Context: an optimization exercise on an open-source flow, tuned for small area. The choices shown serve that exercise and are no tape-out recipe. Only simulation tests tie the RTL to the original design; equivalence was not proved. Power figures rest on the tool's default switching activity, not on a simulated workload.

==> flow/design.v <==
`timescale 1ns / 1ps
module top_module(
    input clk,
    rst,
    floor_0_p,
    floor_1_p,
    floor_2_p,
    floor_3_p,
    floor_4_p,
    direction_1,
    direction_2,
    direction_3,
    floor_0_d,
    floor_1_d,
    floor_2_d,
    floor_3_d,
    floor_4_d,
    output led_inside_0,
    led_inside_1,
    led_inside_2,
    led_inside_3,
    led_inside_4,
    led_outside_0,
    led_outside_1,
    led_outside_2,
    led_outside_3,
    led_outside_4,
    led_busy,
    a_out,b_out,c_out,d_out,e_out,f_out,g_out,p_out,
    output [7:0] an
);
    reg [5:0] r;
    reg [4:0] b, a;
    wire r_wrap = r[5] & r[2] & r[1] & r[0];              
    wire tick = r[5] & r[3] & r[2] & r[0];                
    wire r24 = r[4] & r[3] & r[1] & r[0];                 
    wire b_wrap = b[4] & ~b[1] & ~b[0];                   
    wire b0 = ~b[2] & ~b[1] & ~b[0];                      
    wire b_lt3 = ~b[4] & ~b[3] & ~b[2];                   
    wire b1 = ~b[3] & ~b[2] & ~b[1] & b[0];               
    wire b9 = b[4] & ~b[3] & b[2] & b[1] & ~b[0];         
    wire b11 = b[4] & ~b[2] & b[1] & b[0];                
    wire a0 = ~a[3] & ~a[2] & ~a[1] & ~a[0];              
    wire a12 = ~a[3] & a[2] & a[1] & a[0];                
    wire a24 = ~a[4] & a[3] & ~a[2] & ~a[1] & a[0];       
    wire t249 = (a12 & b9) | (a24 & b_wrap);
    wire t1 = (a0 & b1) | (a12 & b11);
    wire step = tick && t249;
    always @(posedge clk) begin
        if (!rst) begin
            r <= 6'd0;
            b <= 5'd0;
            a <= 5'd0;
        end else begin
            r <= r_wrap ? 6'b000001 : {r[4:0], ~(r[5] ^ r[0])};
            if (tick) begin
                b <= b_wrap ? 5'd0 : {b[3:0], ~(b[4] ^ b[1])};
                if (b_wrap)
                    a <= a24 ? 5'd0 : {a[3:0], ~(a[4] ^ a[1])};
            end
        end
    end
    reg [2:0] dg;
    reg blank;
    wire anff = blank;
    always @(posedge clk) begin
        if (!rst) begin
            dg <= 3'd7;
            blank <= 1'b1;
        end else if (r_wrap && b0) begin
            dg <= {dg[2] ^ (dg[1] & dg[0]), dg[1] ^ dg[0], ~dg[0]};
            blank <= 1'b0;
        end
    end
    wire [7:0] anr = {8{blank}} | ~(8'h01 << dg);
    assign an = anr;
    wire wend = r24 && t1 && !anff;
    wire early0 = anff && b0;
    wire early3 = anff && b_lt3;
    wire [4:0] fp = {floor_4_p, floor_3_p, floor_2_p, floor_1_p, floor_0_p};
    wire [4:0] fd = {floor_4_d, floor_3_d, floor_2_d, floor_1_d, floor_0_d};
    reg [4:0] s0, fdl;
    reg [2:0] q1, q2, q3;
    wire [4:0] rise = fp & ~(s0 & ~{5{early0}});
    wire [2:0] rise_f = rise[0] ? 3'd0 : rise[1] ? 3'd1 : rise[2] ? 3'd2 :
                        rise[3] ? 3'd3 : rise[4] ? 3'd4 : 3'd7;
    always @(posedge clk)
        if (tick) begin
            s0 <= fp; q1 <= rise_f; q2 <= q1; q3 <= q2;
            fdl <= fd;
        end
    wire [2:0] hq = early3 ? 3'd7 : q3;
    wire hpv = (hq != 3'd7);
    wire [4:0] cab = fd & ~(fdl & ~{5{early0}});
    reg [4:0] inr, outr;      
    reg busy;                 
    reg P;                    
    reg [2:0] kj;             
    wire [2:0] kat = {kj[2] & ~kj[0], kj[1] & (~kj[2] | kj[0]), kj[0] & (~kj[1] | kj[2])};
    reg [2:0] LP;             
    reg [1:0] SM;             
    reg [2:0] pr;             
    reg PA;                   
    reg [2:0] sd;             
    reg dk;                   
    reg Cd;                   
    wire k0 = (kat == 3'd0);
    wire hv = (pr != 3'd7) && (pr != kat);
    wire cv = (sd != 3'd7) && (sd != kat);
    wire tv = hv | cv;
    wire [2:0] t = hv ? pr : sd;
    wire arrive = busy && !k0 && (LP == kat);
    wire mid = busy && !k0 && !arrive && (SM == ((kat == 3'd4) ? 2'd3 : kat[1:0]));
    wire other = !k0 && !arrive && !mid;
    wire start = tv && (k0 || (other && !busy));
    wire between = P ? (t < kat && t > LP) : (t > kat && t < LP);
    wire accept = other && busy && tv && between && (!hv || PA == P);
    wire clr0 = k0 && !tv;
    wire move = other && busy;
    wire set = start || accept;
    wire [4:0] kat_oh = 5'b1 << kat;
    wire [4:0] t_oh = 5'b1 << t;
    wire [4:0] clr_m = (arrive || mid || clr0) ? kat_oh : 5'b0;
    wire [4:0] n_out = (outr & ~clr_m) | ((set && hv) ? t_oh : 5'b0);
    wire [4:0] n_in = (inr & ~clr_m) | ((set && !hv) ? t_oh : 5'b0);
    wire n_busy = start ? 1'b1 : (arrive || clr0) ? 1'b0 : busy;
    wire hp_dir = (hq == 3'd0) ? 1'b0 : (hq == 3'd1) ? direction_1 :
                  (hq == 3'd2) ? direction_2 : (hq == 3'd3) ? direction_3 : 1'b1;
    wire [2:0] cab_f = cab[0] ? 3'd0 : cab[1] ? 3'd1 : cab[2] ? 3'd2 : cab[3] ? 3'd3 : 3'd4;
    always @(posedge clk) begin
        if (tick) begin
            if (hpv) PA <= hp_dir;
            if (step) begin
                if (start) begin
                    P <= (t < kat);
                    LP <= t;
                end
                if (start || k0 || mid)
                    SM <= 2'd0;
                else if (accept)
                    SM <= t[1:0];
                dk <= (k0 && start) || move;
            end
        end
        if (!rst) begin
            inr <= 0; outr <= 0; busy <= 0; kj <= 0; Cd <= 0;
            pr <= 3'd7; sd <= 3'd7;
        end else if (wend) begin
            if (dk)
                kj <= P ? {~kj[0], kj[2:1]} : {kj[1:0], ~kj[2]};
            Cd <= busy;
        end else if (tick) begin
            if (step) begin
                busy <= n_busy;
                inr <= n_in; outr <= n_out;
                pr <= 3'd7; sd <= 3'd7;
            end else begin
                if (hpv) pr <= hq;
                if (|cab) sd <= cab_f;
            end
        end
    end
    assign {led_inside_4, led_inside_3, led_inside_2, led_inside_1, led_inside_0} = inr;
    assign {led_outside_4, led_outside_3, led_outside_2, led_outside_1, led_outside_0} = outr;
    assign led_busy = busy;
    wire busy_d = Cd;
    wire [2:0] kat_d = kat;
    wire P_d = P | k0;
    reg [6:0] d0, d4, d5;
    always @* begin
        case (kat_d)
            3'd0: d0 = 7'b0000001;
            3'd1: d0 = 7'b1001111;
            3'd2: d0 = 7'b0010010;
            3'd3: d0 = 7'b0000110;
            default: d0 = 7'b1101100;
        endcase
        if (!busy_d) begin
            d4 = 7'b1000010; d5 = 7'b1001111;
        end else if (P_d) begin
            d4 = 7'b0000001; d5 = 7'b1000010;
        end else begin
            d4 = 7'b0011000; d5 = 7'b1000001;
        end
    end
    wire [6:0] seg = ({7{anr[0]}} | d0) & ({7{anr[1]}} | 7'b1111110) &
                     ({7{anr[2]}} | 7'b1110001) & ({7{anr[3]}} | 7'b0111000) &
                     ({7{anr[4]}} | d4) & ({7{anr[5]}} | d5) &
                     ({7{anr[6]}} | 7'b1111110) & ({7{anr[7]}} | 7'b1111110);
    assign {a_out, b_out, c_out, d_out, e_out, f_out, g_out} = seg;
    assign p_out = 1'b1;
endmodule
Settings: LEC_CHECK=0, CAP_MARGIN=0, CORE_MARGIN=2, CORE_UTILIZATION=55, SLEW_MARGIN=0, BUFFER_PORTS_ARGS=-buffer_cell sky130_fd_sc_hd__buf_1, CTS_ARGS=-repair_clock_nets -dont_use_dummy_load -buf_list sky130_fd_sc_hd__clkbuf_4 -root_buf sky130_fd_sc_hd__clkbuf_4; clock period 10.0 ns.
standard.sh (not shown) runs the stock make flow with config.mk's settings and CLKGATE_MAP_FILE= SYNTH_SCRIPT=/design/flow/synth_recipe.tcl, a recipe that flattens the netlist after the stock synthesis.
==> flow/flow/run.sh <==
#!/bin/bash
# ORFS layout as the standard.sh makes it, with two changes:
#  - ports are buffered with the smallest buffer cell (buf_1), and CTS
#    options are set (flow/extra.mk);
#  - after the standard synthesis, its combinational logic is re-mapped
#    with longer ABC scripts (flow/resyn.tcl with flow/resyn_*.abc, each
#    also run a second time on its own result); registers are untouched.
#    The smallest result that keeps every register, is fully mapped and
#    that Yosys proves equivalent to the standard netlist (flow/eqchk.tcl)
#    is laid out; if none qualifies, the standard netlist is.
# Each tool writes its full output to a log file in this folder.
set -euo pipefail
cd "$(dirname "${BASH_SOURCE[0]}")/.."
W=$(pwd)
cat flow/extra.mk >> config.mk

bash standard.sh synth > log_1_synth.log 2>&1

R=$W/orfs/results/${FLOW_PLATFORM}/top_module/base
cp "$R/1_2_yosys.v" "$W/std_1_2_yosys.v"
YOSYS=$(command -v yosys || echo "$FLOW_HOME/../tools/install/yosys/bin/yosys")
export RESYN_LIB="$FLOW_HOME/platforms/sky130hd/lib/sky130_fd_sc_hd__tt_025C_1v80.lib"
export RESYN_TOP="$FLOW_TOP"
export RESYN_DONT_USE="$(sed -n '/DONT_USE_CELLS/,/^$/p' "$FLOW_HOME/platforms/sky130hd/config.mk" | grep -o 'sky130_fd_sc_hd__[a-z0-9_]*' | tr '\n' ' ')"
STD="$W/std_1_2_yosys.v"
n_std=$(grep -cE '^\s*sky130_fd_sc_hd__e?dfxtp_[0-9]+ ' "$STD" || true)

# try: run one re-mapping; print "area file" if the result is usable
try() {  # in out script log
  if RESYN_IN="$1" RESYN_OUT="$2" RESYN_SCRIPT="$3" "$YOSYS" -c "$W/flow/resyn.tcl" > "$4" 2>&1; then
    local n_new n_asg area
    n_new=$(grep -cE '^\s*sky130_fd_sc_hd__e?dfxtp_[0-9]+ ' "$2" || true)
    n_asg=$(grep -cE '^\s*assign ' "$2" || true)
    area=$(grep "Chip area for module" "$4" | tail -1 | awk '{print $NF}')
    if [[ "$n_std" -gt 0 && "$n_std" == "$n_new" && "$n_asg" == 0 && -n "$area" ]]; then
      echo "$area $2"
    fi
  fi
}
: > resyn_candidates.txt
for s in flow/resyn_*.abc; do
  k=$(basename "$s" .abc)
  try "$STD" "$W/${k}_1.v" "$W/$s" "log_2_${k}_1.log" >> resyn_candidates.txt || true
  if [[ -f "$W/${k}_1.v" ]]; then
    try "$W/${k}_1.v" "$W/${k}_2.v" "$W/$s" "log_2_${k}_2.log" >> resyn_candidates.txt || true
  fi
done
sort -g resyn_candidates.txt > resyn_sorted.txt
chosen=""
sed "s/^module $FLOW_TOP(/module eq_gold(/" "$STD" > "$W/eq_gold.v"
while read -r area f; do
  sed "s/^module $FLOW_TOP(/module eq_gate(/" "$f" > "$W/eq_gate.v"
  if EQ_GOLD="$W/eq_gold.v" EQ_GATE="$W/eq_gate.v" "$YOSYS" -c "$W/flow/eqchk.tcl" > "log_2_eqchk_$(basename "$f" .v).log" 2>&1; then
    chosen="$f"; break
  fi
done < resyn_sorted.txt
echo "chosen: ${chosen:-standard netlist}" > log_2_resyn_choice.log
cat resyn_sorted.txt >> log_2_resyn_choice.log
if [[ -n "$chosen" ]]; then
  cp "$chosen" "$R/1_2_yosys.v"
  touch "$R/1_2_yosys.v"
fi

bash standard.sh > log_3_finish.log 2>&1
==> flow/flow/extra.mk <==
export BUFFER_PORTS_ARGS = -buffer_cell sky130_fd_sc_hd__buf_1
export CTS_ARGS = -repair_clock_nets -dont_use_dummy_load -buf_list sky130_fd_sc_hd__clkbuf_4 -root_buf sky130_fd_sc_hd__clkbuf_4
Other scripts of this flow, unchanged in this note and not shown: flow/flow/eqchk.tcl, flow/flow/resyn.tcl, flow/flow/resyn_a.abc, flow/flow/resyn_b.abc, flow/flow/resyn_c.abc, flow/flow/resyn_d.abc
The starting point completed without violations.
Next try:
==> flow/flow/extra.mk (replaced) <==
export BUFFER_PORTS_ARGS = -buffer_cell sky130_fd_sc_hd__buf_1
export CTS_ARGS = -sink_clustering_enable -repair_clock_nets -dont_use_dummy_load -buf_list sky130_fd_sc_hd__clkbuf_4 -root_buf sky130_fd_sc_hd__clkbuf_4 -sink_clustering_max_diameter 40
Settings changed: CORE_UTILIZATION 55 to 40, CTS_ARGS -repair_clock_nets -dont_use_dummy_load -buf_list sky130_fd_sc_hd__clkbuf_4 -root_buf sky130_fd_sc_hd__clkbuf_4 to -sink_clustering_enable -repair_clock_nets -dont_use_dummy_load -buf_list sky130_fd_sc_hd__clkbuf_4 -root_buf sky130_fd_sc_hd__clkbuf_4 -sink_clustering_max_diameter 40.
Effect:
- The new run went through all stages and came out clean
- final cell count is higher by 6.1%
- design area went up by 1.1%
- via count is about the same
- power came out lower by 1.3%
- worst setup slack gains 0.049 ns

==> re-timing with driven ports <==
How much do the figures lean on ideal ports? The routed layouts below were timed once more, with nothing changed but the port constraints.
Step 1 (the two cells are an assumption about what drives the block):
set clk [get_ports {clk}]
set_driving_cell -lib_cell sky130_fd_sc_hd__clkbuf_16 $clk
set_driving_cell -lib_cell sky130_fd_sc_hd__buf_2 [delete_from_list [all_inputs] $clk]
Step 2, shift: input delay + t, output delay - t, t = (earliest + latest rising clock arrival at the registers) / 2. This alone moves slack from input paths to output paths.
Three values: ideal ports, drivers, drivers and shift; two values: the first two.
run	t, ns	setup slack, ns	hold WS [ns]	pins driven straight from the clock port
the first run	0.418	5.812 / 5.785 / 6.203	0.427 / 0.427 / 0.427	1
the second run	0.418	5.861 / 5.834 / 6.252	0.435 / 0.435 / 0.435	1
After both steps every run listed still meets setup and hold.
